From an optimization exercise on the open Yosys and OpenROAD flow, aimed at small area; shortcuts taken in it are not production practice. Where RTL was checked, it was by simulation tests only, not by an equivalence proof against the original. The RTL of run 1 was laid out without a check of its function. Power is estimated from default activity; no workload was simulated.

## flow/design.v (module list and top-level ports; edited modules follow where they fit)
// module RX_UDP: 507 lines
// module TX_UDP: 645 lines
// module ETH_TOP: 289 lines
module ETH_TOP#(
		parameter FPGA_MAC         = 48'h00D0_0800_0002,
		parameter FPGA_IP          = 32'hC0A8_006E,
	    parameter FPGA_DP          = 16'd8080,
	    parameter FPGA_SP          = 16'd8080,
	    parameter C_AXI_ID_WIDTH       = 4,         
	    parameter C_AXI_ADDR_WIDTH     = 32,        
	    parameter C_AXI_DATA_WIDTH     = 64,        
	    parameter C_AXI_NBURST_SUPPORT = 1'b0,      
	    parameter C_AXI_BURST_TYPE     = 2'b00,     
	    parameter WATCH_DOG_WIDTH      = 12,   		 
	    parameter FLAG_MOTOR           =   32'hE1EC_0C0D,
	    parameter FLAG_AD              =   32'hAD86_86DA,
	    parameter FLAG_ETHLOOP         =   32'hEEBA_EEBA,
	    parameter C_ADDR_SUMOFFSET     =   32'h0000_1000,
	    parameter C_ADDR_MOTOR2ETH     =   32'h0000_0000,
	    parameter C_ADDR_AD2ETH        =   32'h1000_0000,
	    parameter C_ADDR_ETHLOOP       =   32'h2000_0000,
	    parameter C_ADDR_ETH2MOTOR     =   32'hE000_0000,
	    parameter C_ADDR_ETH2AD        =   32'hF000_0000           
    )
	(
	    input   sys_clk,
	    input   sys_rst,   
	   	input                               maxi_wready,  
	   	output [C_AXI_ID_WIDTH-1:0]         maxi_wid,     
	   	output [C_AXI_ADDR_WIDTH-1:0]       maxi_waddr,   
	   	output [7:0]                        maxi_wlen,    
	   	output [2:0]                        maxi_wsize,   
	   	output [1:0]                        maxi_wburst,  
	   	output [1:0]                        maxi_wlock,   
  // ...
==> flow/run.sh <==
#!/bin/bash
# synth_recipe.tcl (not shown) runs the flow's synth.tcl, then flattens the netlist and writes it again
# the make line also repeats each setting of config.mk as NAME=value (left out here)
make -C /OpenROAD-flow-scripts/flow DESIGN_CONFIG=/design/flow/config.mk WORK_HOME=/design/flow/orfs CLKGATE_MAP_FILE= SYNTH_SCRIPT=/design/flow/synth_recipe.tcl finish
==> flow/config.mk <==
export PLATFORM = sky130hd
export DESIGN_NAME = ETH_TOP
export DESIGN_NICKNAME = ETH_TOP
export VERILOG_FILES = /design/flow/design.v
export SDC_FILE = /design/flow/constraint.sdc
export NUM_CORES = 4
export LEC_CHECK = 0
export ABC_AREA = 1
export CAP_MARGIN = 20
export CORE_MARGIN = 2
export CORE_UTILIZATION = 40
export PLACE_DENSITY = 0.6
export SLEW_MARGIN = 20
==> flow/constraint.sdc <==
create_clock -name core_clock -period 8.0 [get_ports {sys_clk}]
set_input_delay 1.6000 -clock core_clock [delete_from_list [all_inputs] [get_ports {sys_clk}]]
set_output_delay 1.6000 -clock core_clock [all_outputs]
set_load 0.01 [all_outputs]
==> impl_metrics.yaml, run 1 <==
outcome:
  status: "complete, no violations"
clock_network:
  cts_max_level: 3
  clockBufferDepth: 3
  insertion_delay_ns: 0.73
  numCtsBuffers: 86
route:
  drt_pass1_iterations: 7
  met1Wirelength_um: 80500
worst_setup_path:
  cp-end-kind: "register"
  timing.rr.start: "inst_TX_UDP.package_cnt[2]"
  worstPathArrival_ns: 7.78
  cp_slowest_cell: "fa_1"
  path_buf_inv: 3
  critPathRequiredTime_ns: 8.42
  reg2reg_setup_slack_ns: 0.64
global_route:
  gr-max-usage-layer: "met2"
  grt.overflow.total: 0
  grt_use_met2: 0.410
finish:
  reg_top3: "inst_TX_UDP.eth_loop_data x128, inst_RX_UDP.rx_wd_wdata x64, inst_RX_UDP.wd_wdata x64"
  design.seq.count: 758
  inv_count: 769
  instances_no_fill: 8697
  final_util: 0.455
yosys:
  synthDistinctLibCells: 59
  ys_warn_count: 2
  yosysTopAreaCell: "dfxtp_1"
  synth_top_family_by_area: "simple AND/OR/NAND/NOR gates"
  synth_top_area_share: 0.213
  yosys.area_share.simple: 0.245
  synth_common_cells: "1,634 x nand2_1, 744 x inv_1, 717 x a21oi_1"
  yosys_register_bits: 758
timing:
  finalWorstSetupSlack_ns: 0.640
  setup_violations: 0
  worstMarginPinSlew_ns: 1.09
power_and_ir_drop:
  swShare: 0.271
  irDropWorstVdd_mv: 0.164
  p_switching_mw: 2.50
placement:
  hpwl_um: 130000
  post-place-ws_ns: 0.350
floorplanning:
  dieWidth_um: 353
==> module RX_UDP, before the edit <==
module RX_UDP#(
	parameter FPGA_MAC         = 48'h00D0_0800_0002,
	parameter FPGA_IP          = 32'hC0A8_006E,
    parameter FPGA_DP          = 16'd8080,
    parameter FPGA_SP          = 16'd8080,
    parameter C_AXI_ID_WIDTH       = 4,         
    parameter C_AXI_ADDR_WIDTH     = 32,        
    parameter C_AXI_DATA_WIDTH     = 64,        
    parameter C_AXI_NBURST_SUPPORT = 1'b0,      
    parameter C_AXI_BURST_TYPE     = 2'b00,     
    parameter WATCH_DOG_WIDTH      = 12,   		 
    parameter FLAG_MOTOR           =   32'hE1EC_0C0D,
    parameter FLAG_AD              =   32'hAD86_86DA,
    parameter FLAG_ETHLOOP         =   32'hEEBA_EEBA,
    parameter C_ADDR_SUMOFFSET     =   32'h0000_1000,
    parameter C_ADDR_MOTOR2ETH     =   32'h0000_0000,
    parameter C_ADDR_AD2ETH        =   32'h1000_0000,
    parameter C_ADDR_ETH2MOTOR     =   32'hE000_0000,
    parameter C_ADDR_ETH2AD        =   32'hF000_0000,
    parameter C_ADDR_ETHLOOP       =   32'h2000_0000          
    )
(
    input   sys_clk,
    input   sys_rst,   
   	input                               maxi_wready,  
   	output [C_AXI_ID_WIDTH-1:0]         maxi_wid,     
   	output [C_AXI_ADDR_WIDTH-1:0]       maxi_waddr,   
   	output [7:0]                        maxi_wlen,    
   	output [2:0]                        maxi_wsize,   
   	output [1:0]                        maxi_wburst,  
   	output [1:0]                        maxi_wlock,   
   	output [3:0]                        maxi_wcache,  
   	output [2:0]                        maxi_wprot,   
   	output                              maxi_wvalid,  
   	input                               maxi_wd_wready,   
   	output [C_AXI_DATA_WIDTH-1:0]       maxi_wd_wdata,     
   	output [C_AXI_DATA_WIDTH/8-1:0]     maxi_wd_wstrb,     
   	output                              maxi_wd_wlast,     
   	output                              maxi_wd_wvalid,    
   	input  [C_AXI_ID_WIDTH-1:0]         maxi_wb_bid,      
   	input  [1:0]                        maxi_wb_bresp,    
   	input                               maxi_wb_bvalid,   
   	output                              maxi_wb_bready,   
   	input                               maxi_rready,      
   	output [C_AXI_ID_WIDTH-1:0]         maxi_rid,         
   	output [C_AXI_ADDR_WIDTH-1:0]       maxi_raddr,       
   	output [7:0]                        maxi_rlen,        
   	output [2:0]                        maxi_rsize,       
   	output [1:0]                        maxi_rburst,      
   	output [1:0]                        maxi_rlock,       
   	output [3:0]                        maxi_rcache,      
   	output [2:0]                        maxi_rprot,       
   	output                              maxi_rvalid,      
   	input  [C_AXI_ID_WIDTH-1:0]         maxi_rd_bid,      
   	input  [1:0]                        maxi_rd_rresp,    
   	input                               maxi_rd_rvalid,   
   	input  [C_AXI_DATA_WIDTH-1:0]       maxi_rd_rdata,    
   	input                               maxi_rd_rlast,    
   	output                              maxi_rd_rready,    
    input   [7:0]   					rgmii_rx_data,
    input   							rgmii_rx_valid,
    input   							rgmii_rx_last,
	input								rgmii_rx_user,
	output								rgmii_rx_ready,
	output	[47:0]						pc_mac,
	output	[31:0]						pc_ip,
	output								trig_package_rst,
	output								trig_arp	
);
	reg							local_reset;
	always @(posedge sys_clk) begin
		local_reset	<=	sys_rst;
	end
	localparam	WRITE_IDLE     = 0,
				RX_ETH_HEADER  = 1,
				RX_IP_HEADER   = 2,
				RX_UDP_HEADER  = 3,
				RX_ARP         = 4,
				WRITE_ADDR     = 5,
				WRITE_DATA     = 6,
				WRITE_RESPONSE = 7;
	localparam [7:0] UDP_WORD_C = 8'd12;
	reg [7:0]	st, nx;
	reg			trig_write_start;
	reg [7:0]	udp_word_cnt;
	reg 		o_rgmii_rx_ready;
	reg [63:0]	rx_wd_wdata;
	reg			flag_eth_header_over,
				flag_ip_header_over,
				flag_udp_header_over,
				flag_arp,
				flag_arp_over,
				flag_frame_err,
				trig_package_reset;
	reg			acc_a;			 
	reg			acc_b;			 
	reg			f_ad, f_mo, f_lp;	 
	reg			len_hi_nz;
	reg [7:0]	rx_cmd_len;
	reg			d_ed, d_ea;		 
	reg [47:0]	arp_sa_mac;
	reg [31:0]	arp_sa_ip;
	reg [47:0]	o_pc_mac;
	reg [31:0]	o_pc_ip;
	reg [3:0]	wr_wid;
	reg [31:0]	wr_waddr;
	reg [7:0]	wr_wlen;
	reg			wr_wvalid;
	reg [7:0]	write_data_cnt;
	reg [63:0]	wd_wdata;
	reg			wd_wstrb1;
	reg			wd_wlast;
	reg			wd_wvalid;
	reg			wb_bready;
	wire		rx_hs = rgmii_rx_valid && o_rgmii_rx_ready;
	wire [2:0]	rx_wd_cnt = udp_word_cnt[2:0];
	assign	rgmii_rx_ready 		= 	o_rgmii_rx_ready;
	assign	trig_package_rst	=	trig_package_reset;
	assign	trig_arp			=	flag_arp_over;
	assign	pc_mac    			= 	o_pc_mac;
	assign	pc_ip     			= 	o_pc_ip;
	always @(posedge sys_clk) begin
		if (local_reset)
			trig_write_start	<=	0;
		else
			trig_write_start <= rgmii_rx_valid && !rgmii_rx_last && st[WRITE_IDLE];
	end
	always @(posedge sys_clk) begin
		if (local_reset)
			st <= 8'd1;
		else
			st <= nx;
	end
	always @(*) begin
		nx = 8'd0;
		case (1'b1)
			st[WRITE_IDLE]: begin
				if (trig_write_start)				nx[RX_ETH_HEADER] = 1'b1;
				else								nx[WRITE_IDLE] = 1'b1;
			end
			st[RX_ETH_HEADER]: begin
				if (flag_frame_err)					nx[WRITE_IDLE] = 1'b1;
				else if (flag_arp)					nx[RX_ARP] = 1'b1;
				else if (flag_eth_header_over)		nx[RX_IP_HEADER] = 1'b1;
				else								nx[RX_ETH_HEADER] = 1'b1;
			end
			st[RX_IP_HEADER]: begin
				if (flag_frame_err)					nx[WRITE_IDLE] = 1'b1;
				else if (flag_ip_header_over)		nx[RX_UDP_HEADER] = 1'b1;
				else								nx[RX_IP_HEADER] = 1'b1;
			end
			st[RX_UDP_HEADER]: begin
				if (flag_frame_err)					nx[WRITE_IDLE] = 1'b1;
				else if (flag_udp_header_over)		nx[WRITE_ADDR] = 1'b1;
				else								nx[RX_UDP_HEADER] = 1'b1;
			end
			st[RX_ARP]: begin
				if (flag_frame_err || flag_arp_over) nx[WRITE_IDLE] = 1'b1;
				else								nx[RX_ARP] = 1'b1;
			end
			st[WRITE_ADDR]: begin
				if (wr_wvalid && maxi_wready)		nx[WRITE_DATA] = 1'b1;
				else								nx[WRITE_ADDR] = 1'b1;
			end
			st[WRITE_DATA]: begin
				if (wd_wvalid && maxi_wd_wready && wd_wlast) nx[WRITE_RESPONSE] = 1'b1;
				else								nx[WRITE_DATA] = 1'b1;
			end
			st[WRITE_RESPONSE]: begin
				if (maxi_wb_bvalid && wb_bready)	nx[WRITE_IDLE] = 1'b1;
				else								nx[WRITE_RESPONSE] = 1'b1;
			end
			default:								nx[WRITE_IDLE] = 1'b1;
		endcase
	end
	reg [7:0]	eth_exp;
	always @(*) begin
		case (udp_word_cnt[3:0])
			4'd0:  eth_exp = FPGA_MAC[47:40];
			4'd1:  eth_exp = FPGA_MAC[39:32];
			4'd2:  eth_exp = FPGA_MAC[31:24];
			4'd3:  eth_exp = FPGA_MAC[23:16];
			4'd4:  eth_exp = FPGA_MAC[15:8];
			4'd5:  eth_exp = FPGA_MAC[7:0];
			4'd6:  eth_exp = o_pc_mac[47:40];
			4'd7:  eth_exp = o_pc_mac[39:32];
			4'd8:  eth_exp = o_pc_mac[31:24];
			4'd9:  eth_exp = o_pc_mac[23:16];
			4'd10: eth_exp = o_pc_mac[15:8];
			4'd11: eth_exp = o_pc_mac[7:0];
			4'd12: eth_exp = 8'h08;
			default: eth_exp = 8'h00;
		endcase
	end
	wire	eth_ok   = (rgmii_rx_data == eth_exp);
	wire	arp_t_ok = (udp_word_cnt[3:0] < 4'd12) ||
					   (rgmii_rx_data == ((udp_word_cnt[3:0] == 4'd12) ? 8'h08 : 8'h06));
	reg		ip_ok;
	always @(*) begin
		case (udp_word_cnt[4:0])
			5'd0:  ip_ok = (rgmii_rx_data == 8'h45);
			5'd9:  ip_ok = (rgmii_rx_data == 8'h11);
			5'd12: ip_ok = (rgmii_rx_data == o_pc_ip[31:24]);
			5'd13: ip_ok = (rgmii_rx_data == o_pc_ip[23:16]);
			5'd14: ip_ok = (rgmii_rx_data == o_pc_ip[15:8]);
			5'd15: ip_ok = (rgmii_rx_data == o_pc_ip[7:0]);
			5'd16: ip_ok = (rgmii_rx_data == FPGA_IP[31:24]);
			5'd17: ip_ok = (rgmii_rx_data == FPGA_IP[23:16]);
			5'd18: ip_ok = (rgmii_rx_data == FPGA_IP[15:8]);
			5'd19: ip_ok = (rgmii_rx_data == FPGA_IP[7:0]);
			default: ip_ok = 1'b1;
		endcase
	end
	reg		dp_ok;
	always @(*) begin
		case (udp_word_cnt[3:0])
			4'd2:  dp_ok = (rgmii_rx_data == FPGA_DP[15:8]);
			4'd3:  dp_ok = (rgmii_rx_data == FPGA_DP[7:0]);
			default: dp_ok = 1'b1;
		endcase
	end
	reg [7:0]	fad_e, fmo_e, flp_e;
	always @(*) begin
		case (udp_word_cnt[1:0])
			2'd0: begin fad_e = FLAG_AD[31:24]; fmo_e = FLAG_MOTOR[31:24]; flp_e = FLAG_ETHLOOP[31:24]; end
			2'd1: begin fad_e = FLAG_AD[23:16]; fmo_e = FLAG_MOTOR[23:16]; flp_e = FLAG_ETHLOOP[23:16]; end
			2'd2: begin fad_e = FLAG_AD[15:8];  fmo_e = FLAG_MOTOR[15:8];  flp_e = FLAG_ETHLOOP[15:8];  end
			default: begin fad_e = FLAG_AD[7:0]; fmo_e = FLAG_MOTOR[7:0]; flp_e = FLAG_ETHLOOP[7:0]; end
		endcase
	end
	reg		arp_ok;
	always @(*) begin
		case (udp_word_cnt[4:0])
			5'd6:  arp_ok = (rgmii_rx_data == 8'h00);
			5'd7:  arp_ok = (rgmii_rx_data == 8'h01);
			5'd24: arp_ok = (rgmii_rx_data == FPGA_IP[31:24]);
			5'd25: arp_ok = (rgmii_rx_data == FPGA_IP[23:16]);
			5'd26: arp_ok = (rgmii_rx_data == FPGA_IP[15:8]);
			5'd27: arp_ok = (rgmii_rx_data == FPGA_IP[7:0]);
			default: arp_ok = 1'b1;
		endcase
	end
	always @(posedge sys_clk) begin
		if (nx[RX_ARP] && udp_word_cnt != 8'd28) begin
			case (udp_word_cnt)
				8'd08: arp_sa_mac[47:40] <= rgmii_rx_data;
				8'd09: arp_sa_mac[39:32] <= rgmii_rx_data;
				8'd10: arp_sa_mac[31:24] <= rgmii_rx_data;
				8'd11: arp_sa_mac[23:16] <= rgmii_rx_data;
				8'd12: arp_sa_mac[15:08] <= rgmii_rx_data;
				8'd13: arp_sa_mac[07:00] <= rgmii_rx_data;
				8'd14: arp_sa_ip[31:24] <= rgmii_rx_data;
				8'd15: arp_sa_ip[23:16] <= rgmii_rx_data;
				8'd16: arp_sa_ip[15:08] <= rgmii_rx_data;
				8'd17: arp_sa_ip[07:00] <= rgmii_rx_data;
				default: ;
			endcase
		end
	end
	always @(posedge sys_clk) begin
		if (nx[WRITE_DATA] && (udp_word_cnt <= rx_cmd_len) && rx_hs)
			case (rx_wd_cnt)
				3'd0: rx_wd_wdata[63:56] <= rgmii_rx_data;
				3'd1: rx_wd_wdata[55:48] <= rgmii_rx_data;
				3'd2: rx_wd_wdata[47:40] <= rgmii_rx_data;
				3'd3: rx_wd_wdata[39:32] <= rgmii_rx_data;
				3'd4: rx_wd_wdata[31:24] <= rgmii_rx_data;
				3'd5: rx_wd_wdata[23:16] <= rgmii_rx_data;
				3'd6: rx_wd_wdata[15:8]  <= rgmii_rx_data;
				default: rx_wd_wdata[7:0] <= rgmii_rx_data;
			endcase
	end
	always @(posedge sys_clk) begin
		if (local_reset) begin
			d_ed                 <= 0;
			d_ea                 <= 0;
			flag_frame_err       <= 0;
			flag_eth_header_over <= 0;
			flag_udp_header_over <= 0;
			flag_ip_header_over  <= 0;
			flag_arp             <= 0;
			flag_arp_over        <= 0;
			trig_package_reset   <= 0;
			udp_word_cnt         <= 0;
			o_rgmii_rx_ready     <= 0;
			o_pc_mac             <= 0;
			o_pc_ip              <= 0;
			acc_a                <= 1;
			acc_b                <= 1;
			f_ad                 <= 0;
			f_mo                 <= 0;
			f_lp                 <= 0;
			len_hi_nz            <= 0;
			rx_cmd_len           <= 0;
		end else begin
		d_ed <= (rgmii_rx_data == 8'hED);
		d_ea <= (rgmii_rx_data == 8'hEA);
		case (1'b1)
			nx[WRITE_IDLE] : begin
				flag_frame_err       <= 0;
				flag_eth_header_over <= 0;
				flag_udp_header_over <= 0;
				flag_ip_header_over  <= 0;
				flag_arp             <= 0;
				flag_arp_over        <= 0;
				trig_package_reset   <= 0;
				udp_word_cnt         <= 0;
				o_rgmii_rx_ready     <= rgmii_rx_valid && rgmii_rx_last;
				acc_a                <= 1;
				acc_b                <= 1;
				len_hi_nz            <= 0;
				rx_cmd_len           <= 0;
			end
			nx[RX_ETH_HEADER] : begin
				if (udp_word_cnt == 8'd14) begin
					if (acc_a) begin
						flag_eth_header_over <= 1;
						flag_frame_err       <= 0;
					end else if (acc_b) begin
						flag_eth_header_over <= 1;
						flag_arp             <= 1;
						flag_frame_err       <= 0;
					end else begin
						flag_eth_header_over <= 0;
						flag_frame_err       <= 1;
					end
					udp_word_cnt <= 0;
					acc_a        <= 1;
				end else begin
					o_rgmii_rx_ready <= rgmii_rx_valid;
					if (rx_hs) begin
						udp_word_cnt <= udp_word_cnt + 1;
						acc_a        <= acc_a & eth_ok;
						acc_b        <= acc_b & arp_t_ok;
					end
					flag_frame_err <= rgmii_rx_last;
					if (udp_word_cnt == 8'd13)
						o_rgmii_rx_ready <= 0;
				end
			end
			nx[RX_IP_HEADER] : begin
				if (udp_word_cnt == 8'd20) begin
					if (acc_a) begin
						flag_frame_err      <= 0;
						flag_ip_header_over <= 1;
					end else begin
						flag_frame_err      <= 1;
						flag_ip_header_over <= 0;
					end
					o_rgmii_rx_ready <= 0;
					udp_word_cnt     <= 0;
					acc_a            <= 1;
				end else begin
					o_rgmii_rx_ready <= rgmii_rx_valid;
					if (rx_hs) begin
						udp_word_cnt <= udp_word_cnt + 1;
						acc_a        <= acc_a & ip_ok;
					end
					if (udp_word_cnt == 8'd19)
						o_rgmii_rx_ready <= 0;
				end
			end
			nx[RX_UDP_HEADER] : begin
				if (udp_word_cnt == 8'd12) begin
					if (acc_a && (f_ad || f_mo || f_lp)) begin
						flag_frame_err       <= 0;
						flag_udp_header_over <= 1;
					end else begin
						flag_frame_err       <= 1;
						flag_udp_header_over <= 0;
					end
					udp_word_cnt <= 0;
				end else begin
					o_rgmii_rx_ready <= rgmii_rx_valid;
					if (rx_hs) begin
						udp_word_cnt <= udp_word_cnt + 1;
						acc_a        <= acc_a & dp_ok;
						if (udp_word_cnt[3:2] == 2'd2) begin
							f_ad <= (udp_word_cnt[1:0] == 2'd0 || f_ad) && (rgmii_rx_data == fad_e);
							f_mo <= (udp_word_cnt[1:0] == 2'd0 || f_mo) && (rgmii_rx_data == fmo_e);
							f_lp <= (udp_word_cnt[1:0] == 2'd0 || f_lp) && (rgmii_rx_data == flp_e);
						end
					end
					if (udp_word_cnt == 8'd4)
						len_hi_nz <= (rgmii_rx_data != 8'd0);
					if (udp_word_cnt == 8'd5)
						rx_cmd_len <= (len_hi_nz || rgmii_rx_data != 8'd0) ? (rgmii_rx_data - UDP_WORD_C) : 8'd0;
					if (udp_word_cnt == 8'd11)
						o_rgmii_rx_ready <= 0;
				end
			end
			nx[RX_ARP] : begin
				if (udp_word_cnt == 8'd28) begin
					if (acc_a) begin
						o_pc_mac       <= arp_sa_mac;
						o_pc_ip        <= arp_sa_ip;
						flag_frame_err <= 0;
						flag_arp_over  <= 1;
					end else begin
						flag_frame_err <= 1;
						flag_arp_over  <= 0;
					end
					udp_word_cnt <= 0;
				end else begin
					o_rgmii_rx_ready <= rgmii_rx_valid;
					if (rx_hs) begin
						udp_word_cnt <= udp_word_cnt + 1;
						acc_a        <= acc_a & arp_ok;
					end
					if (udp_word_cnt == 8'd27)
						o_rgmii_rx_ready <= 0;
				end
			end
			nx[WRITE_DATA] : begin
				o_rgmii_rx_ready <= rgmii_rx_valid;
				if ((udp_word_cnt <= rx_cmd_len) && rx_hs)
					udp_word_cnt <= udp_word_cnt + 1;
				trig_package_reset <= (d_ed && rgmii_rx_data == 8'hED) || (d_ea && rgmii_rx_data == 8'hEA);
			end
			default : ;
		endcase
		end
	end
	always @(posedge sys_clk) begin
		if (local_reset) begin
			wr_waddr	<=	0;
			wr_wvalid	<=	0;
		end else if (st[WRITE_ADDR] && nx[WRITE_ADDR]) begin
			wr_waddr	<=	f_ad ? C_ADDR_ETH2AD : f_mo ? C_ADDR_ETH2MOTOR : f_lp ? C_ADDR_ETHLOOP : 32'd0;
			wr_wvalid	<=	1;
		end else begin
			wr_wvalid	<=	0;
		end
	end
	always @(posedge sys_clk) begin
		if (local_reset) begin
			wr_wid	<=	0;
			wr_wlen	<=	1;
		end else if (st[RX_UDP_HEADER] && nx[WRITE_ADDR]) begin
			wr_wid	<=	f_ad ? 4'd1 : f_mo ? 4'd2 : f_lp ? 4'd3 : 4'd0;
			wr_wlen	<=	{3'b000, rx_cmd_len[7:3]} - 8'd1;
		end
	end
	assign	maxi_wid	=	wr_wid;
	assign	maxi_waddr	=	wr_waddr;
	assign	maxi_wlen	=	wr_wlen;
	assign	maxi_wsize	=	3'd3;
	assign	maxi_wburst	=	C_AXI_BURST_TYPE;
	assign	maxi_wvalid	=	wr_wvalid;
	assign	maxi_wlock	=	2'b0;
	assign	maxi_wcache	=	4'b0;
	assign	maxi_wprot	=	3'b0;
	wire	dd	=	st[WRITE_DATA] && nx[WRITE_DATA];
	wire	word_rdy = (rx_wd_cnt == 3'd0) && (udp_word_cnt >= 8'd8);
	always @(posedge sys_clk) begin
		if (local_reset || st[WRITE_IDLE])
			write_data_cnt	<=	0;
		else if (st[WRITE_ADDR] && nx[WRITE_DATA])
			write_data_cnt	<=	wr_wlen;
		else if (wd_wvalid && maxi_wd_wready)
			write_data_cnt	<=	write_data_cnt - 1;
	end
	always @(posedge sys_clk) begin
		if (local_reset || !dd)
			wd_wdata	<=	0;
		else if (word_rdy)
			wd_wdata	<=	rx_wd_wdata;
	end
	always @(posedge sys_clk) begin
		if (local_reset || !dd) begin
			wd_wvalid	<=	0;
			wd_wlast	<=	0;
		end else if (word_rdy) begin
			wd_wvalid	<=	1;
			wd_wlast	<=	(write_data_cnt == 8'd0);
		end else if (maxi_wd_wready) begin
			wd_wvalid	<=	0;
		end
	end
	always @(posedge sys_clk) begin
		if (local_reset)
			wd_wstrb1	<=	0;
		else
			wd_wstrb1	<=	dd;
	end
	always @(posedge sys_clk) begin
		if (local_reset)
			wb_bready <= 0;
		else
			wb_bready <= st[WRITE_RESPONSE] && nx[WRITE_RESPONSE];
	end
	assign	maxi_wd_wdata	=	wd_wdata;
	assign	maxi_wd_wstrb	=	{8{wd_wstrb1}};
	assign	maxi_wd_wlast	=	wd_wlast;
	assign	maxi_wd_wvalid	=	wd_wvalid;
	assign	maxi_wb_bready	=	wb_bready;
	assign	maxi_rid	=	0;
	assign	maxi_raddr	=	0;
	assign	maxi_rlen	=	0;
	assign	maxi_rsize	=	0;
	assign	maxi_rburst	=	0;
	assign	maxi_rlock	=	0;
	assign	maxi_rcache	=	0;
	assign	maxi_rprot	=	0;
	assign	maxi_rvalid	=	0;
	assign	maxi_rd_rready	=	0;
endmodule
==> module TX_UDP, before the edit <==
module TX_UDP#(
		parameter FPGA_MAC         = 48'h00D0_0800_0002,
		parameter FPGA_IP          = 32'hC0A8_006E,
	    parameter FPGA_DP          = 16'd8080,
	    parameter FPGA_SP          = 16'd8080,
	    parameter C_AXI_ID_WIDTH       = 4,         
	    parameter C_AXI_ADDR_WIDTH     = 32,        
	    parameter C_AXI_DATA_WIDTH     = 64,        
	    parameter C_AXI_NBURST_SUPPORT = 1'b0,      
	    parameter C_AXI_BURST_TYPE     = 2'b00,     
	    parameter WATCH_DOG_WIDTH      = 12,         
	    parameter FLAG_MOTOR           =   32'hE1EC_0C0D,
	    parameter FLAG_AD              =   32'hAD86_86DA,
	    parameter FLAG_ETHLOOP         =   32'hEEBA_EEBA,
	    parameter C_ADDR_SUMOFFSET     =   32'h0000_1000,
	    parameter C_ADDR_MOTOR2ETH     =   32'h0000_0000,
	    parameter C_ADDR_AD2ETH        =   32'h1000_0000,
	    parameter C_ADDR_ETHLOOP       =   32'h2000_0000,
	    parameter C_ADDR_ETH2MOTOR     =   32'hE000_0000,
	    parameter C_ADDR_ETH2AD        =   32'hF000_0000   
    )
	(
    input   sys_clk,
    input   sys_rst,   
   	output                            	saxi_wready,  
   	input [C_AXI_ID_WIDTH-1:0]        	saxi_wid,     
   	input [C_AXI_ADDR_WIDTH-1:0]      	saxi_waddr,   
   	input [7:0]                       	saxi_wlen,    
   	input [2:0]                       	saxi_wsize,   
   	input [1:0]                       	saxi_wburst,  
   	input [1:0]                       	saxi_wlock,   
   	input [3:0]                       	saxi_wcache,  
   	input [2:0]                       	saxi_wprot,   
   	input                             	saxi_wvalid,  
   	output                            	saxi_wd_wready,   
   	input [C_AXI_DATA_WIDTH-1:0]      	saxi_wd_wdata,     
   	input [C_AXI_DATA_WIDTH/8-1:0]    	saxi_wd_wstrb,     
   	input                             	saxi_wd_wlast,     
   	input                             	saxi_wd_wvalid,    
   	output  [C_AXI_ID_WIDTH-1:0]      	saxi_wb_bid,      
   	output  [1:0]                     	saxi_wb_bresp,    
   	output                            	saxi_wb_bvalid,   
   	input                             	saxi_wb_bready,   
   	output                            	saxi_rready,      
   	input [C_AXI_ID_WIDTH-1:0]        	saxi_rid,         
   	input [C_AXI_ADDR_WIDTH-1:0]      	saxi_raddr,       
   	input [7:0]                       	saxi_rlen,        
   	input [2:0]                       	saxi_rsize,       
   	input [1:0]                       	saxi_rburst,      
   	input [1:0]                       	saxi_rlock,       
   	input [3:0]                       	saxi_rcache,      
   	input [2:0]                       	saxi_rprot,       
   	input                             	saxi_rvalid,      
   	output  [C_AXI_ID_WIDTH-1:0]       	saxi_rd_bid,      
   	output  [1:0]                      	saxi_rd_rresp,    
   	output                             	saxi_rd_rvalid,   
   	output  [C_AXI_DATA_WIDTH-1:0]     	saxi_rd_rdata,    
   	output                             	saxi_rd_rlast,    
   	input                              	saxi_rd_rready,    
    output   [7:0]   					rgmii_tx_data,
    output   							rgmii_tx_valid,
    output   							rgmii_tx_last,
	output								rgmii_tx_user,
	input								rgmii_tx_ready, 
	input	[47:0]						pc_mac,
	input	[31:0]						pc_ip,
	input								trig_package_rst,
	input								trig_arp	
    );
	reg							local_reset;
	always @(posedge sys_clk) begin
		local_reset	<=	sys_rst;
	end
	localparam	WRITE_IDLE     = 0,
				WRITE_ADDR     = 1,
				TX_WAIT        = 2,
				TX_ETH_HEADER  = 3,
				TX_IP_HEADER   = 4,
				TX_UDP_HEADER  = 5,
				WRITE_DATA     = 6,
				WRITE_RESPONSE = 7,
				TX_ARP         = 8;
	localparam	[15:0]	IP_TYPE        = 16'h0800,
						ARP_TYPE       = 16'h0806,
						IP_FLAG_OFFSET = 16'h4000;
	localparam	[7:0]	IP_VISION      = 8'h45,
						UDP_PROTO      = 8'h11,
						IP_TTL         = 8'h80,
						IP_WORD        = 8'd20,
						UDP_WORD       = 8'd8;
	localparam	[63:0]	ARP_HEAD       = 64'h0001_0800_0604_0002;
	reg [8:0]	st, nx;
	reg			trig_udp_start,
				trig_arp_start;
	reg [3:0]	flag_data_sum;
	reg			flag_eth_header_over,
				flag_ip_header_over,
				flag_udp_header_over,
				flag_arp_over,
				flag_addr_over,
				flag_wait_over,
				flag_arp_wait_over,
				flag_data_over;
	reg			trig_udp_cks,
				trig_udp_cks_d;
	reg [47:0]	snap_mac;		 
	reg [31:0]	snap_ip;		 
	reg [17:0]	usum_p;			 
	reg [31:0]	data_sum;
	reg [11:0]	tx_word_cnt;
	reg [7:0]	o_rgmii_data;
	reg			o_rgmii_valid;
	reg			o_rgmii_last;
	reg [31:0]	package_cnt;
	reg [15:0]	ip_identif;
	reg [31:0]	ipcks_sum;
	reg [31:0]	udpcks_sum;
	reg			ipcks_over;
	reg			udpcks_over;
	reg [127:0]	eth_loop_data;	 
	reg [7:0]	wr_wlen;
	reg			wr_wready;
	reg			wd_wready;
	reg			wb_bvalid;
	reg [2:0]	tx_wd_cnt;
	assign	rgmii_tx_data	=	o_rgmii_data;
	assign	rgmii_tx_valid	=	o_rgmii_valid;
	assign	rgmii_tx_last	=	o_rgmii_last;
	wire		wd_hs	=	saxi_wd_wvalid && wd_wready;
	wire [17:0]	half_sum	=	(saxi_wd_wdata[15:0] + saxi_wd_wdata[31:16]) + (saxi_wd_wdata[47:32] + saxi_wd_wdata[63:48]);
	wire [12:0]	cnt_p1	=	tx_word_cnt + 1'b1;
	wire [15:0]	udp_len	=	flag_data_sum[0] ? ({5'd0, wr_wlen, 3'b000} + 16'd8) :
							flag_data_sum[1] ? ({5'd0, wr_wlen, 3'b000} + 16'd4) :
							flag_data_sum[2] ? 16'd20 : 16'd0;
	wire [31:0]	udp_flag =	flag_data_sum[0] ? FLAG_AD :
							flag_data_sum[1] ? FLAG_MOTOR :
							flag_data_sum[2] ? FLAG_ETHLOOP : 32'd0;
	wire [15:0]	ip_len	=	IP_WORD + UDP_WORD + udp_len;
	wire [15:0]	ul_len	=	UDP_WORD + udp_len;
	localparam [16:0] K_AD	=	32'd0 + FLAG_AD[31:16] + FLAG_AD[15:00];
	localparam [16:0] K_MO	=	32'd0 + FLAG_MOTOR[31:16] + FLAG_MOTOR[15:00];
	localparam [16:0] K_LP	=	32'd0 + FLAG_ETHLOOP[31:16] + FLAG_ETHLOOP[15:00];
	wire [16:0]	pk_sum		=	package_cnt[31:16] + package_cnt[15:00];
	wire [17:0]	flag_k		=	flag_data_sum[0] ? (K_AD + pk_sum) : flag_data_sum[1] ? {1'b0, K_MO} : {1'b0, K_LP};
	wire [31:0]	udp_sum_n	=	data_sum + flag_k;
	wire [16:0]	pc_sum		=	pc_ip[31:16] + pc_ip[15:0];
	localparam [17:0] IPCKS_K	=	32'd0 + {IP_VISION,8'h0} + IP_WORD + UDP_WORD + IP_FLAG_OFFSET + {IP_TTL,UDP_PROTO} + FPGA_IP[31:16] + FPGA_IP[15:0];
	localparam [17:0] USUM_K	=	FPGA_IP[31:16] + FPGA_IP[15:0] + 16'h0011 + 2*UDP_WORD + FPGA_SP + FPGA_DP;
	always @(posedge sys_clk) begin
		if (nx[TX_WAIT] && (|flag_data_sum[2:0]))
			usum_p	<=	udp_sum_n[31:16] + udp_sum_n[15:0] + {udp_len, 1'b0} + USUM_K;
	end
	always @(posedge sys_clk) begin
		if (local_reset  || o_rgmii_last) begin
			ipcks_sum  <= 0;
			ipcks_over <= 0;
		end
		else begin
			if (!trig_udp_cks_d && trig_udp_cks) begin
				ipcks_sum	<=	IPCKS_K + udp_len + ip_identif + pc_sum;
			end
			else if (trig_udp_cks && !ipcks_over) begin
				if (ipcks_sum > 32'h0000_FFFF) begin
					ipcks_sum	<=	ipcks_sum[31:16] + ipcks_sum[15:0];
				end
				else begin
					ipcks_sum[15:0]	<=	~ipcks_sum[15:0];
					ipcks_over	<=	1;
				end
			end
		end
	end
	always @(posedge sys_clk) begin
		if (local_reset  || o_rgmii_last) begin
			udpcks_sum	<=	0;
			udpcks_over	<=	0;
		end
		else begin
			if (!trig_udp_cks_d && trig_udp_cks) begin
				udpcks_sum	<=	usum_p + pc_sum;
			end
			else if (trig_udp_cks && !udpcks_over) begin
				if (udpcks_sum > 32'h0000_ffff) begin
					udpcks_sum	<=	udpcks_sum[31:16] + udpcks_sum[15:0];
				end
				else begin
					udpcks_sum[15:0]	<=	~udpcks_sum[15:0];
					udpcks_over	<=	1;
				end
			end
		end
	end
	always @(posedge sys_clk) begin
		if (local_reset)
			trig_udp_start	<=	0;
		else
			trig_udp_start  <= saxi_wvalid && st[WRITE_IDLE];
	end
	always @(posedge sys_clk) begin
		if (local_reset || flag_arp_over)
			trig_arp_start	<=	0;
		else if (trig_arp)
			trig_arp_start	<=	1;
	end
	always @(posedge sys_clk) begin
		if (local_reset)
			st <= 9'd1;
		else
			st <= nx;
	end
	always @(*) begin
		nx = 9'd0;
		case (1'b1)
			st[WRITE_IDLE]: begin
				if (trig_udp_start)					nx[WRITE_ADDR] = 1'b1;
				else if (trig_arp_start)			nx[TX_WAIT] = 1'b1;
				else if (flag_data_sum[2])			nx[TX_WAIT] = 1'b1;
				else								nx[WRITE_IDLE] = 1'b1;
			end
			st[WRITE_ADDR]: begin
				if (flag_data_sum[3] && flag_addr_over)				nx[TX_WAIT] = 1'b1;
				else if ((|flag_data_sum[2:0]) && flag_addr_over)	nx[WRITE_DATA] = 1'b1;
				else												nx[WRITE_ADDR] = 1'b1;
			end
			st[TX_WAIT]: begin
				if (flag_wait_over || flag_arp_wait_over)	nx[TX_ETH_HEADER] = 1'b1;
				else										nx[TX_WAIT] = 1'b1;
			end
			st[TX_ETH_HEADER]: begin
				if (flag_eth_header_over && flag_arp_wait_over)	nx[TX_ARP] = 1'b1;
				else if (flag_eth_header_over)					nx[TX_IP_HEADER] = 1'b1;
				else											nx[TX_ETH_HEADER] = 1'b1;
			end
			st[TX_IP_HEADER]: begin
				if (flag_ip_header_over)	nx[TX_UDP_HEADER] = 1'b1;
				else						nx[TX_IP_HEADER] = 1'b1;
			end
			st[TX_UDP_HEADER]: begin
				if (flag_udp_header_over)	nx[WRITE_DATA] = 1'b1;
				else						nx[TX_UDP_HEADER] = 1'b1;
			end
			st[WRITE_DATA]: begin
				if (flag_data_over && flag_data_sum[2] && flag_wait_over)	nx[WRITE_IDLE] = 1'b1;
				else if (flag_data_over)									nx[WRITE_RESPONSE] = 1'b1;
				else														nx[WRITE_DATA] = 1'b1;
			end
			st[WRITE_RESPONSE]: begin
				if (wb_bvalid && saxi_wb_bready)	nx[WRITE_IDLE] = 1'b1;
				else								nx[WRITE_RESPONSE] = 1'b1;
			end
			st[TX_ARP]: begin
				if (flag_arp_over)	nx[WRITE_IDLE] = 1'b1;
				else				nx[TX_ARP] = 1'b1;
			end
			default:				nx[WRITE_IDLE] = 1'b1;
		endcase
	end
	always @(posedge sys_clk) begin
		if (local_reset || trig_package_rst)
			package_cnt <= 0;
		else if (st[WRITE_RESPONSE] && nx[WRITE_IDLE] && (flag_data_sum == 4'd1))
			package_cnt <= package_cnt + 1;
	end
	always @(posedge sys_clk) begin
		if (local_reset)
			ip_identif <= 0;
		else if (o_rgmii_last)
			ip_identif <= ip_identif + 1;
	end
	reg [7:0]	eth_byte;
	always @(*) begin
		case (tx_word_cnt[3:0])
			4'd0:  eth_byte = snap_mac[47:40];
			4'd1:  eth_byte = snap_mac[39:32];
			4'd2:  eth_byte = snap_mac[31:24];
			4'd3:  eth_byte = snap_mac[23:16];
			4'd4:  eth_byte = snap_mac[15:8];
			4'd5:  eth_byte = snap_mac[7:0];
			4'd6:  eth_byte = FPGA_MAC[47:40];
			4'd7:  eth_byte = FPGA_MAC[39:32];
			4'd8:  eth_byte = FPGA_MAC[31:24];
			4'd9:  eth_byte = FPGA_MAC[23:16];
			4'd10: eth_byte = FPGA_MAC[15:8];
			4'd11: eth_byte = FPGA_MAC[7:0];
			4'd12: eth_byte = IP_TYPE[15:8];
			default: eth_byte = flag_arp_wait_over ? ARP_TYPE[7:0] : IP_TYPE[7:0];
		endcase
	end
	reg [7:0]	ip_byte;
	always @(*) begin
		case (tx_word_cnt[4:0])
			5'd0:  ip_byte = IP_VISION;
			5'd1:  ip_byte = 8'h00;
			5'd2:  ip_byte = ip_len[15:8];
			5'd3:  ip_byte = ip_len[7:0];
			5'd4:  ip_byte = ip_identif[15:8];
			5'd5:  ip_byte = ip_identif[7:0];
			5'd6:  ip_byte = IP_FLAG_OFFSET[15:8];
			5'd7:  ip_byte = IP_FLAG_OFFSET[7:0];
			5'd8:  ip_byte = IP_TTL;
			5'd9:  ip_byte = UDP_PROTO;
			5'd10: ip_byte = ipcks_sum[15:8];
			5'd11: ip_byte = ipcks_sum[7:0];
			5'd12: ip_byte = FPGA_IP[31:24];
			5'd13: ip_byte = FPGA_IP[23:16];
			5'd14: ip_byte = FPGA_IP[15:8];
			5'd15: ip_byte = FPGA_IP[7:0];
			5'd16: ip_byte = snap_ip[31:24];
			5'd17: ip_byte = snap_ip[23:16];
			5'd18: ip_byte = snap_ip[15:8];
			default: ip_byte = snap_ip[7:0];
		endcase
	end
	reg [7:0]	udp_byte;
	always @(*) begin
		case (tx_word_cnt[2:0])
			3'd0:  udp_byte = FPGA_SP[15:8];
			3'd1:  udp_byte = FPGA_SP[7:0];
			3'd2:  udp_byte = FPGA_DP[15:8];
			3'd3:  udp_byte = FPGA_DP[7:0];
			3'd4:  udp_byte = ul_len[15:8];
			3'd5:  udp_byte = ul_len[7:0];
			3'd6:  udp_byte = udpcks_sum[15:8];
			default: udp_byte = udpcks_sum[7:0];
		endcase
	end
	reg [7:0]	arp_byte;
	always @(*) begin
		case (tx_word_cnt[4:0])
			5'd0:  arp_byte = ARP_HEAD[63:56];
			5'd1:  arp_byte = ARP_HEAD[55:48];
			5'd2:  arp_byte = ARP_HEAD[47:40];
			5'd3:  arp_byte = ARP_HEAD[39:32];
			5'd4:  arp_byte = ARP_HEAD[31:24];
			5'd5:  arp_byte = ARP_HEAD[23:16];
			5'd6:  arp_byte = ARP_HEAD[15:8];
			5'd7:  arp_byte = ARP_HEAD[7:0];
			5'd8:  arp_byte = FPGA_MAC[47:40];
			5'd9:  arp_byte = FPGA_MAC[39:32];
			5'd10: arp_byte = FPGA_MAC[31:24];
			5'd11: arp_byte = FPGA_MAC[23:16];
			5'd12: arp_byte = FPGA_MAC[15:8];
			5'd13: arp_byte = FPGA_MAC[7:0];
			5'd14: arp_byte = FPGA_IP[31:24];
			5'd15: arp_byte = FPGA_IP[23:16];
			5'd16: arp_byte = FPGA_IP[15:8];
			5'd17: arp_byte = FPGA_IP[7:0];
			5'd18: arp_byte = snap_mac[47:40];
			5'd19: arp_byte = snap_mac[39:32];
			5'd20: arp_byte = snap_mac[31:24];
			5'd21: arp_byte = snap_mac[23:16];
			5'd22: arp_byte = snap_mac[15:8];
			5'd23: arp_byte = snap_mac[7:0];
			5'd24: arp_byte = snap_ip[31:24];
			5'd25: arp_byte = snap_ip[23:16];
			5'd26: arp_byte = snap_ip[15:8];
			default: arp_byte = snap_ip[7:0];
		endcase
	end
	reg [7:0]	flag_byte;
	always @(*) begin
		case (tx_word_cnt[1:0])
			2'd0:  flag_byte = udp_flag[31:24];
			2'd1:  flag_byte = udp_flag[23:16];
			2'd2:  flag_byte = udp_flag[15:8];
			default: flag_byte = udp_flag[7:0];
		endcase
	end
	reg [7:0]	pkt_byte;
	always @(*) begin
		case (tx_word_cnt[1:0])
			2'd0:  pkt_byte = package_cnt[31:24];
			2'd1:  pkt_byte = package_cnt[23:16];
			2'd2:  pkt_byte = package_cnt[15:8];
			default: pkt_byte = package_cnt[7:0];
		endcase
	end
	reg [7:0]	wd_byte;
	always @(*) begin
		case (tx_wd_cnt)
			3'd0: wd_byte = eth_loop_data[63:56];
			3'd1: wd_byte = eth_loop_data[55:48];
			3'd2: wd_byte = eth_loop_data[47:40];
			3'd3: wd_byte = eth_loop_data[39:32];
			3'd4: wd_byte = eth_loop_data[31:24];
			3'd5: wd_byte = eth_loop_data[23:16];
			3'd6: wd_byte = eth_loop_data[15:8];
			default: wd_byte = eth_loop_data[7:0];
		endcase
	end
	wire [3:0]	loop_idx	=	udp_len[3:0] + ~tx_word_cnt[3:0];
	wire [7:0]	loop_byte	=	eth_loop_data[{loop_idx, 3'b000} +: 8];
	reg [7:0]	data_byte;
	always @(*) begin
		if (tx_word_cnt < 4)
			data_byte = flag_byte;
		else if (flag_data_sum[0])
			data_byte = (tx_word_cnt < 8) ? pkt_byte : wd_byte;
		else if (flag_data_sum[2])
			data_byte = loop_byte;
		else
			data_byte = wd_byte;
	end
	wire	sum_br	=	(|flag_data_sum[1:0]) && !flag_wait_over;
	wire	loop_br	=	!sum_br && flag_data_sum[2] && !flag_wait_over;
	wire	tx_br	=	!sum_br && !loop_br;
	wire	admo	=	flag_data_sum[0] || !flag_data_sum[2];
	always @(posedge sys_clk) begin
		if (nx[TX_WAIT] && ((ipcks_over && udpcks_over) || (trig_arp_start && !flag_addr_over))) begin
			snap_mac	<=	pc_mac;
			snap_ip		<=	pc_ip;
		end
	end
	always @(posedge sys_clk) begin
		if (local_reset)
			eth_loop_data	<=	0;
		else if (nx[WRITE_DATA]) begin
			if (loop_br) begin
				if (wd_hs && tx_word_cnt < 2)
					if (tx_word_cnt[0])
						eth_loop_data[63:0]		<=	saxi_wd_wdata;
					else
						eth_loop_data[127:64]	<=	saxi_wd_wdata;
			end
			else if (tx_br) begin
				if (tx_word_cnt == udp_len)
					eth_loop_data	<=	0;
				else if (st[WRITE_DATA] && admo && wd_hs)
					eth_loop_data[63:0]	<=	saxi_wd_wdata;
			end
		end
		else if (st[TX_UDP_HEADER] && admo)
			eth_loop_data[63:0]	<=	0;
	end
	always @(posedge sys_clk) begin
		if(local_reset) begin
			flag_data_sum        <= 0;
			data_sum             <= 0;
			trig_udp_cks_d       <= 0;
			flag_eth_header_over <= 0;
			flag_ip_header_over  <= 0;
			flag_udp_header_over <= 0;
			flag_arp_over        <= 0;
			flag_addr_over       <= 0;
			flag_wait_over       <= 0;
			flag_data_over       <= 0;
			flag_arp_wait_over   <= 0;
			trig_udp_cks         <= 0;
			tx_word_cnt          <= 0;
			o_rgmii_data         <= 0;
			o_rgmii_valid        <= 1'b0;
			o_rgmii_last         <= 1'b0;
		end else begin
			trig_udp_cks_d	<=	trig_udp_cks;
			case (1'b1)
				nx[WRITE_IDLE]	:	begin
					flag_data_sum        <= flag_wait_over ? 4'd0 : flag_data_sum;
					flag_eth_header_over <= 0;
					flag_ip_header_over  <= 0;
					flag_udp_header_over <= 0;
					flag_arp_over        <= 0;
					flag_addr_over       <= 0;
					flag_wait_over       <= 0;
					flag_data_over       <= 0;
					flag_arp_wait_over	 <=	0;
					trig_udp_cks		 <=	0;
					tx_word_cnt          <= 0;
					o_rgmii_data         <= 0;
					o_rgmii_valid        <= 1'b0;
					o_rgmii_last         <= 1'b0;
				end
				nx[WRITE_ADDR]	:	begin
					if (saxi_wvalid && wr_wready) begin
						flag_addr_over       <= 1;
					 	case (saxi_waddr)
					 	 	C_ADDR_AD2ETH		+ C_ADDR_SUMOFFSET:	flag_data_sum[0]	<=	1;
					 	 	C_ADDR_MOTOR2ETH	+ C_ADDR_SUMOFFSET:	flag_data_sum[1]	<=	1;
					 	 	C_ADDR_ETHLOOP		:	flag_data_sum[2]	<=	1;
					 	 	C_ADDR_AD2ETH,C_ADDR_MOTOR2ETH
					 	 						:	flag_data_sum[3]	<=	1;
					 	 	default : flag_data_sum	<=	0;
					 	endcase
					end
					else begin
						flag_addr_over <= 0;
					end
				end
				nx[TX_WAIT]	:	begin
					if (|flag_data_sum[2:0])
						trig_udp_cks	<=	1;
					if (ipcks_over && udpcks_over)
						flag_wait_over     <=  1;
					else if (trig_arp_start && !flag_addr_over)
						flag_arp_wait_over <=  1;
				end
				nx[TX_ETH_HEADER]	:	begin
					trig_udp_cks             <=  0;
					o_rgmii_valid            <=  1;
					if (tx_word_cnt == 12'd14) begin
						o_rgmii_data         <= trig_arp_start ? ARP_HEAD[63:56] : IP_VISION;
						flag_eth_header_over <= 1;
						tx_word_cnt          <= 1;
					end
					else if (!o_rgmii_valid) begin
						o_rgmii_data  <=  eth_byte;
						tx_word_cnt   <=  1;
					end
					else if (rgmii_tx_ready) begin
						o_rgmii_data  <=  eth_byte;
						tx_word_cnt   <=  cnt_p1[11:0];
					end
				end
				nx[TX_IP_HEADER]	:	begin
					o_rgmii_valid            <=  1;
					if (tx_word_cnt == 12'd20) begin
						o_rgmii_data        <= FPGA_SP[15:8];
						flag_ip_header_over <= 1;
						tx_word_cnt         <= 1;
					end
					else if (o_rgmii_valid && rgmii_tx_ready) begin
						o_rgmii_data    <=  ip_byte;
						tx_word_cnt     <=  cnt_p1[11:0];
					end
				end
				nx[TX_UDP_HEADER]	:	begin
					o_rgmii_valid            <=  1;
					if (tx_word_cnt == 12'd8) begin
						o_rgmii_data         <= udp_flag[31:24];
						flag_udp_header_over <= 1;
						tx_word_cnt          <= 1;
					end
					else if (o_rgmii_valid && rgmii_tx_ready) begin
						o_rgmii_data     <=  udp_byte;
						tx_word_cnt      <=  cnt_p1[11:0];
					end
				end
				nx[WRITE_DATA]	:	begin
					if (sum_br) begin
						if (wd_hs) begin
							data_sum		<=	saxi_wd_wdata[31:0];
							flag_data_over	<=	1;
						end
						else
							flag_data_over	<=	0;
					end
					else if (loop_br) begin
						if (wd_hs) begin
							tx_word_cnt	<=	cnt_p1[11:0];
							data_sum	<=	data_sum + half_sum;
						end
						flag_data_over	<=	(tx_word_cnt == 12'd2);
					end
					else begin
						if (tx_word_cnt == udp_len) begin
							flag_data_over	<=	1;
							o_rgmii_valid	<=	0;
							o_rgmii_last	<=	0;
							o_rgmii_data	<=	0;
							tx_word_cnt		<=	0;
							data_sum		<=	0;
						end
						else if (o_rgmii_valid && rgmii_tx_ready) begin
							o_rgmii_valid   <=	1;
							o_rgmii_data	<=	data_byte;
							tx_word_cnt		<=	cnt_p1[11:0];
							o_rgmii_last	<=	({3'b000, cnt_p1} == udp_len);
						end
						else begin
							o_rgmii_valid	<=	1;
							o_rgmii_last	<=	0;
						end
					end
				end
				nx[TX_ARP]	:	begin
					if (tx_word_cnt == 12'd28) begin
						o_rgmii_valid       <= 0;
						flag_arp_over 		<= 1;
						tx_word_cnt         <= 0;
					end
					else if (o_rgmii_valid && rgmii_tx_ready) begin
						o_rgmii_valid   <=	1;
						o_rgmii_data	<=	arp_byte;
						tx_word_cnt		<=	cnt_p1[11:0];
						o_rgmii_last	<=	(tx_word_cnt == 12'd27);
					end
					else begin
						o_rgmii_valid	<=	1;
						o_rgmii_last	<=	0;
					end
				end
				default : ;
			endcase
		end
	end
	always @(*) begin
		if (st[WRITE_DATA])
			if (flag_data_sum[0])
				tx_wd_cnt = tx_word_cnt[2:0];
			else if (flag_data_sum[1])
				tx_wd_cnt = tx_word_cnt[2:0] - 3'd4;
			else
				tx_wd_cnt = 3'd0;
		else
			tx_wd_cnt = 3'd0;
	end
	always @(posedge sys_clk) begin
		if (local_reset)
			wr_wready	<=	0;
		else
			wr_wready	<=	st[WRITE_IDLE] && nx[WRITE_ADDR];
	end
	always @(posedge sys_clk) begin
		 if (local_reset)
		 	wr_wlen	<=	0;
		 else if (saxi_wvalid && wr_wready)
		 	wr_wlen	<=	saxi_wlen + 1;
	end
	assign	saxi_wready	=	wr_wready;
	wire	dd	=	st[WRITE_DATA] && nx[WRITE_DATA];
	always @(posedge sys_clk) begin
		if (local_reset)
			wd_wready	<=	0;
		else if (dd && ((tx_wd_cnt == 3'd6) || (!flag_data_sum[3] && tx_word_cnt == 12'd0) || flag_data_sum[2]))
			wd_wready	<=	saxi_wd_wvalid;
		else
			wd_wready	<=	0;
	end
	assign	saxi_wd_wready	=	wd_wready;
	always @(posedge sys_clk) begin
		if (local_reset)
			wb_bvalid <= 0;
		else
			wb_bvalid <= st[WRITE_RESPONSE] && nx[WRITE_RESPONSE];
	end
	assign	saxi_wb_bvalid	=	wb_bvalid;
	assign	saxi_wb_bid		=	0;
	assign	saxi_wb_bresp	=	0;
	assign	saxi_rready		=	0;
	assign	saxi_rd_bid		=	0;
	assign	saxi_rd_rresp	=	0;
	assign	saxi_rd_rvalid	=	0;
	assign	saxi_rd_rdata	=	0;
	assign	saxi_rd_rlast	=	0;
	assign	rgmii_tx_user	=	0;
endmodule
==> inputs of run 2 (changes only) <==
--- a/flow/design.v
+++ b/flow/design.v
@@ -260,16 +260,7 @@
 	end
 	always @(posedge sys_clk) begin
 		if (nx[WRITE_DATA] && (udp_word_cnt <= rx_cmd_len) && rx_hs)
-			case (rx_wd_cnt)
-				3'd0: rx_wd_wdata[63:56] <= rgmii_rx_data;
-				3'd1: rx_wd_wdata[55:48] <= rgmii_rx_data;
-				3'd2: rx_wd_wdata[47:40] <= rgmii_rx_data;
-				3'd3: rx_wd_wdata[39:32] <= rgmii_rx_data;
-				3'd4: rx_wd_wdata[31:24] <= rgmii_rx_data;
-				3'd5: rx_wd_wdata[23:16] <= rgmii_rx_data;
-				3'd6: rx_wd_wdata[15:8]  <= rgmii_rx_data;
-				default: rx_wd_wdata[7:0] <= rgmii_rx_data;
-			endcase
+			rx_wd_wdata[((8 - rx_wd_cnt)*8 - 1) -: 8] <= rgmii_rx_data;
 	end
 	always @(posedge sys_clk) begin
 		if (local_reset) begin
@@ -636,8 +627,6 @@
 	assign	rgmii_tx_valid	=	o_rgmii_valid;
 	assign	rgmii_tx_last	=	o_rgmii_last;
 	wire		wd_hs	=	saxi_wd_wvalid && wd_wready;
-	wire [17:0]	half_sum	=	(saxi_wd_wdata[15:0] + saxi_wd_wdata[31:16]) + (saxi_wd_wdata[47:32] + saxi_wd_wdata[63:48]);
-	wire [12:0]	cnt_p1	=	tx_word_cnt + 1'b1;
 	wire [15:0]	udp_len	=	flag_data_sum[0] ? ({5'd0, wr_wlen, 3'b000} + 16'd8) :
 							flag_data_sum[1] ? ({5'd0, wr_wlen, 3'b000} + 16'd4) :
 							flag_data_sum[2] ? 16'd20 : 16'd0;
@@ -646,14 +635,9 @@
 							flag_data_sum[2] ? FLAG_ETHLOOP : 32'd0;
 	wire [15:0]	ip_len	=	IP_WORD + UDP_WORD + udp_len;
 	wire [15:0]	ul_len	=	UDP_WORD + udp_len;
-	localparam [16:0] K_AD	=	32'd0 + FLAG_AD[31:16] + FLAG_AD[15:00];
-	localparam [16:0] K_MO	=	32'd0 + FLAG_MOTOR[31:16] + FLAG_MOTOR[15:00];
-	localparam [16:0] K_LP	=	32'd0 + FLAG_ETHLOOP[31:16] + FLAG_ETHLOOP[15:00];
-	wire [16:0]	pk_sum		=	package_cnt[31:16] + package_cnt[15:00];
-	wire [17:0]	flag_k		=	flag_data_sum[0] ? (K_AD + pk_sum) : flag_data_sum[1] ? {1'b0, K_MO} : {1'b0, K_LP};
-	wire [31:0]	udp_sum_n	=	data_sum + flag_k;
-	wire [16:0]	pc_sum		=	pc_ip[31:16] + pc_ip[15:0];
-	localparam [17:0] IPCKS_K	=	32'd0 + {IP_VISION,8'h0} + IP_WORD + UDP_WORD + IP_FLAG_OFFSET + {IP_TTL,UDP_PROTO} + FPGA_IP[31:16] + FPGA_IP[15:0];
+	wire [31:0]	udp_sum_n	=	flag_data_sum[0] ? (data_sum + FLAG_AD[31:16] + FLAG_AD[15:00] + package_cnt[31:16] + package_cnt[15:00]) :
+								flag_data_sum[1] ? (data_sum + FLAG_MOTOR[31:16] + FLAG_MOTOR[15:00]) :
+												   (data_sum + FLAG_ETHLOOP[31:16] + FLAG_ETHLOOP[15:00]);
 	localparam [17:0] USUM_K	=	FPGA_IP[31:16] + FPGA_IP[15:0] + 16'h0011 + 2*UDP_WORD + FPGA_SP + FPGA_DP;
 	always @(posedge sys_clk) begin
 		if (nx[TX_WAIT] && (|flag_data_sum[2:0]))
@@ -666,7 +650,8 @@
 		end
 		else begin
 			if (!trig_udp_cks_d && trig_udp_cks) begin
-				ipcks_sum	<=	IPCKS_K + udp_len + ip_identif + pc_sum;
+				ipcks_sum	<=	{IP_VISION,8'h0} + (IP_WORD + UDP_WORD + udp_len) + ip_identif + IP_FLAG_OFFSET + {IP_TTL,UDP_PROTO}
+								+ FPGA_IP[31:16] + FPGA_IP[15:0] + pc_ip[31:16] + pc_ip[15:0];
 			end
 			else if (trig_udp_cks && !ipcks_over) begin
 				if (ipcks_sum > 32'h0000_FFFF) begin
@@ -686,7 +671,7 @@
 		end
 		else begin
 			if (!trig_udp_cks_d && trig_udp_cks) begin
-				udpcks_sum	<=	usum_p + pc_sum;
+				udpcks_sum	<=	usum_p + pc_ip[31:16] + pc_ip[15:0];
 			end
 			else if (trig_udp_cks && !udpcks_over) begin
 				if (udpcks_sum > 32'h0000_ffff) begin
@@ -884,21 +869,8 @@
 			default: pkt_byte = package_cnt[7:0];
 		endcase
 	end
-	reg [7:0]	wd_byte;
-	always @(*) begin
-		case (tx_wd_cnt)
-			3'd0: wd_byte = eth_loop_data[63:56];
-			3'd1: wd_byte = eth_loop_data[55:48];
-			3'd2: wd_byte = eth_loop_data[47:40];
-			3'd3: wd_byte = eth_loop_data[39:32];
-			3'd4: wd_byte = eth_loop_data[31:24];
-			3'd5: wd_byte = eth_loop_data[23:16];
-			3'd6: wd_byte = eth_loop_data[15:8];
-			default: wd_byte = eth_loop_data[7:0];
-		endcase
-	end
-	wire [3:0]	loop_idx	=	udp_len[3:0] + ~tx_word_cnt[3:0];
-	wire [7:0]	loop_byte	=	eth_loop_data[{loop_idx, 3'b000} +: 8];
+	wire [7:0]	wd_byte		=	eth_loop_data[((C_AXI_DATA_WIDTH/8 - tx_wd_cnt)*8 - 1) -: 8];
+	wire [7:0]	loop_byte	=	eth_loop_data[((udp_len-tx_word_cnt)*8 - 1) -: 8];
 	reg [7:0]	data_byte;
 	always @(*) begin
 		if (tx_word_cnt < 4)
@@ -926,10 +898,7 @@
 		else if (nx[WRITE_DATA]) begin
 			if (loop_br) begin
 				if (wd_hs && tx_word_cnt < 2)
-					if (tx_word_cnt[0])
-						eth_loop_data[63:0]		<=	saxi_wd_wdata;
-					else
-						eth_loop_data[127:64]	<=	saxi_wd_wdata;
+					eth_loop_data[127-tx_word_cnt*64 -: 64]	<=	saxi_wd_wdata;
 			end
 			else if (tx_br) begin
 				if (tx_word_cnt == udp_len)
@@ -1016,7 +985,7 @@
 					end
 					else if (rgmii_tx_ready) begin
 						o_rgmii_data  <=  eth_byte;
-						tx_word_cnt   <=  cnt_p1[11:0];
+						tx_word_cnt   <=  tx_word_cnt + 1;
 					end
 				end
 				nx[TX_IP_HEADER]	:	begin
@@ -1028,7 +997,7 @@
 					end
 					else if (o_rgmii_valid && rgmii_tx_ready) begin
 						o_rgmii_data    <=  ip_byte;
-						tx_word_cnt     <=  cnt_p1[11:0];
+						tx_word_cnt     <=  tx_word_cnt + 1;
 					end
 				end
 				nx[TX_UDP_HEADER]	:	begin
@@ -1040,7 +1009,7 @@
 					end
 					else if (o_rgmii_valid && rgmii_tx_ready) begin
 						o_rgmii_data     <=  udp_byte;
-						tx_word_cnt      <=  cnt_p1[11:0];
+						tx_word_cnt      <=  tx_word_cnt + 1;
 					end
 				end
 				nx[WRITE_DATA]	:	begin
@@ -1054,8 +1023,8 @@
 					end
 					else if (loop_br) begin
 						if (wd_hs) begin
-							tx_word_cnt	<=	cnt_p1[11:0];
-							data_sum	<=	data_sum + half_sum;
+							tx_word_cnt	<=	tx_word_cnt + 1;
+							data_sum	<=	data_sum + saxi_wd_wdata[15:0] + saxi_wd_wdata[31:16] + saxi_wd_wdata[47:32] + saxi_wd_wdata[63:48];
 						end
 						flag_data_over	<=	(tx_word_cnt == 12'd2);
 					end
@@ -1071,8 +1040,8 @@
 						else if (o_rgmii_valid && rgmii_tx_ready) begin
 							o_rgmii_valid   <=	1;
 							o_rgmii_data	<=	data_byte;
-							tx_word_cnt		<=	cnt_p1[11:0];
-							o_rgmii_last	<=	({3'b000, cnt_p1} == udp_len);
+							tx_word_cnt		<=	tx_word_cnt + 1;
+							o_rgmii_last	<=	(tx_word_cnt == udp_len - 1);
 						end
 						else begin
 							o_rgmii_valid	<=	1;
@@ -1089,7 +1058,7 @@
 					else if (o_rgmii_valid && rgmii_tx_ready) begin
 						o_rgmii_valid   <=	1;
 						o_rgmii_data	<=	arp_byte;
-						tx_word_cnt		<=	cnt_p1[11:0];
+						tx_word_cnt		<=	tx_word_cnt + 1;
 						o_rgmii_last	<=	(tx_word_cnt == 12'd27);
 					end
 					else begin
--- a/flow/config.mk
+++ b/flow/config.mk
@@ -5,7 +5,6 @@
 export SDC_FILE = /design/flow/constraint.sdc
 export NUM_CORES = 4
 export LEC_CHECK = 0
-export ABC_AREA = 1
 export CAP_MARGIN = 20
 export CORE_MARGIN = 2
 export CORE_UTILIZATION = 40
==> run 2 against run 1 <==
Effect of this change: design area fell by 1.6%; still clean on timing, DRC and antenna; combinational power fell by 31%; power fell by 3.8%; synthesized cell count fell by 24%; wire length fell by 6.4%; area after synthesis fell by 1.5%; utilization barely moved; critical path depth fell by 7; die area fell by 1.4%; largest cell class unchanged; register-to-register slack got worse by 0.06 ns; hold slack improved by 0.026 ns; first-iteration DRC count fell by 14%.
==> impl_metrics.yaml, run 2 <==
outcome:
  status: "complete, no violations"
worst_setup_path:
  worstPathArrival_ns: 7.84
  cp_slowest_stage_delay_ns: 0.49
  cp-start-kind: "register"
  crit_top_cell: "ha_1"
  critPathMaxFanout: 5
  cp-end-kind: "register"
  critPathRequiredTime_ns: 8.42
  critical_path_class: "reg -> reg"
  cp_slowest_cell: "dfxtp_1"
placement:
  hpwl_um: 119000
  io_buffers: 226
  place_congestion: 0.988
  postPlaceCellArea_sq_mm: 0.0508
finish:
  num_antenna_cells: 0
  mostFrequentLayoutCells: "585 x nand2_1, 513 x dfxtp_1, 417 x a21oi_1"
  final_common_cell: "nand2_1"
  multi_input_area_sq_mm: 0.0276
  drive_gt1_frac: 0.0788
  area.sequential_sq_mm: 0.0176
  layout.nets: 5924
  reg_top3: "inst_TX_UDP.eth_loop_data x128, inst_RX_UDP.rx_wd_wdata x64, inst_RX_UDP.wd_wdata x64"
  area_delta_synth_final_pct: 12.5
  fill_cells: 11356
  regMostFlops: "inst_TX_UDP.eth_loop_data"
  design_area_sq_mm: 0.0539
  final_util: 0.455
  largest_reg_flops: 128
route:
  drt_pass1_iterations: 10
  initialDrtViolationCount: 4318
  drc_errors: 0
  vias: 40835
  viasPerCell: 5.85
  wirelength_um: 163000
  ant_nets: 0
  wire_per_inst_um: 23.3
global_route:
  grt_use_met2: 0.407
  use_met3: 0.0435
  grt_usage: 0.258
  grt_max_degree: 82
  gr-max-usage-layer: "met2"
  grt.overflow.total: 0
  antenna_found_initial: 2
  grt_pass1_vias: 38413
  grt_pass1_wl_um: 243000
  gr-usage-met1: 0.355
timing:
  min_period_over_period: 0.927
  fin_skew_ns: 0.0949
  rsz0062_at_grt: "false"
  max-slew-margin-rel: 0.290
  hold_viol_final: 0
  fmax_mhz: 135
  final.setup.tns_ns: 0
  fin_crit_ns: 7.42
  setup_violations: 0
  worstMarginPinSlew_ns: 1.06
  slew_viol_final: 0
  hold_slack_ns: 0.454
power_and_ir_drop:
  power_density_mw_per_mm2: 165
  irDropWorstVdd_mv: 0.164
  p_total_mw: 8.87
  p_leak_nw: 19.7
yosys:
  yosysSeqAreaShare: 0.368
  yosys.cell_count.top_type: "nand2_1"
  synthDistinctLibCells: 116
  avgSynthCellArea_sq_um: 9.16
  syn_area_sq_mm: 0.0479
  synth_edf_count: 242
  synthArstFlopShare: 0
  synthTopCellsByArea: "dfxtp_1 22%, edfxtp_1 15%, ha_1 5.8%, nand2_1 4.6%, a21oi_1 4.4%"
  synthFlopType: "dfxtp_1"
  yosysTopAreaCell: "dfxtp_1"
  ys_warn_count: 2
  synth_cells: 5228
  synth_top_area_share: 0.216
  synth_common_cells: "586 x nand2_1, 517 x dfxtp_1, 419 x a21oi_1"
  yosys_register_bits: 759
min_path:
  hp-class: "reg -> reg"
clock_network:
  cts_max_level: 3
  numCtsBuffers: 87
  clockBufferDepth: 3
  clk_pin_slew_ns: 0.06
  postCtsSetupRepairBufs: 0
  cts_tree: "done"
  hold_buffers: 0
  root_buffer: "clkbuf_16"
  insertion_delay_ns: 0.72
  clock_sinks: 759
floorplanning:
  initial_core_util: 0.404
  dieWidth_um: 350
  fp-row-count: 126
  core-area_sq_mm: 0.118
  die_h_um: 350
  die-area_sq_mm: 0.123
  num_io_pins: 594
job:
  maxCapViolations: 0
-- run 2: worst max-delay path: cells and delay by family, from the launching register on --
family,cells,cell delay [ns]
compound gates,15,2.96
flops,1,0.49
simple gates,5,0.72
buf+inv,1,0.06
xor+xnor,2,0.28
fa+ha+maj,8,2.60
-- run 2: worst paths after layout --
check	cells after the start	startpoint	slack, ns	endpoint
hold / removal	2	inst_RX_UDP.rx_cmd_len[1]	0.45	inst_RX_UDP.rx_cmd_len[1]
setup reg to reg	31	inst_TX_UDP.package_cnt[18]	0.58	inst_TX_UDP.usum_p[16]
hold reg to reg	2	inst_RX_UDP.rx_cmd_len[1]	0.45	inst_RX_UDP.rx_cmd_len[1]
setup / recovery	31	inst_TX_UDP.package_cnt[18]	0.58	inst_TX_UDP.usum_p[16]
-- run 2: cell families after synthesis --
family                     share of synthesized area
AOI/OAI and AO/OA                              0.200
buffers and inverters                         0.0731
and+or+nand+nor                                0.162
muxes                                         0.0497
xor gates and xnor gates                      0.0475
DFF                                            0.368
adders and majority gates                     0.0988
other                                       0.000157
-- run 2: metal layers --
metal,up-vias,wire [um]
met5,-,25
met4,4,6010
met3,291,12700
met2,1785,73300
met1,19845,70500
li1,18910,-
-- run 2: area by class of cell --
cell class	instances	share of cell area
inverters	189	0.0132
clock inverters	46	0.0117
repair buffers	310	0.0534
flip-flops and latches	759	0.327
multi-input cells	3959	0.513
clock buffers	117	0.0444
well taps	1600	0.0372
-- run 2: stage by stage --
step / worst slack [ns] / std cells
2_1_floorplan: 1.33 / 5419
3_3_place_gp: 0.596 / 6817
3_5_place_dp: 0.518 / 6817
4_1_cts: 0.436 / 6980
5_1_grt: 0.0427 / 6980
6_report: 0.581 / 6980
-- run 2: timing repair --
action / CTS / global route
resized for setup: 0 / 3
endpoints found under the setup margin: 0 / 2
endpoints found under the hold margin: 0 / 0
-- run 2: where the power goes --
part	internal [mW]	total (mW)	leakage [nW]	switching [mW]
clock	2.40	4.18	1.45	1.78
sequential	3.96	3.97	6.00	0.00872
combinational	0.282	0.721	12.3	0.439
total	6.64	8.87	19.7	2.23

re-timing with driven ports:
The flow's constraints put no driver on any port. The routed layouts listed below were extracted and timed again, unchanged, in two steps. Step 1 sets driving cells, clkbuf_16 on the clock port and buf_2 on the other inputs (assumed; they add their load-dependent delay and slew). Step 2 moves the port delays by t, midway between the first and last clock arrival at a register: inputs arrive t later, outputs are due t later. That takes back most of the time a late clock gives input paths. Three values: ideal ports, drivers, drivers and shift; two values: the first two.
run	t (ns)	slack for setup (ns)	hold WS [ns]	pins driven straight from the clock port
run 1	0.770	0.640 / 0.640 / 0.234	0.428 / 0.428 / 0.428	1
run 2	0.758	0.581 / 0.581 / 0.581	0.454 / 0.454 / 0.454	1
After both steps setup and hold are still met in every run listed. For run 1, which loses most, drivers alone change the setup slack by 0.000 ns; drivers and shift together by -0.406 ns.
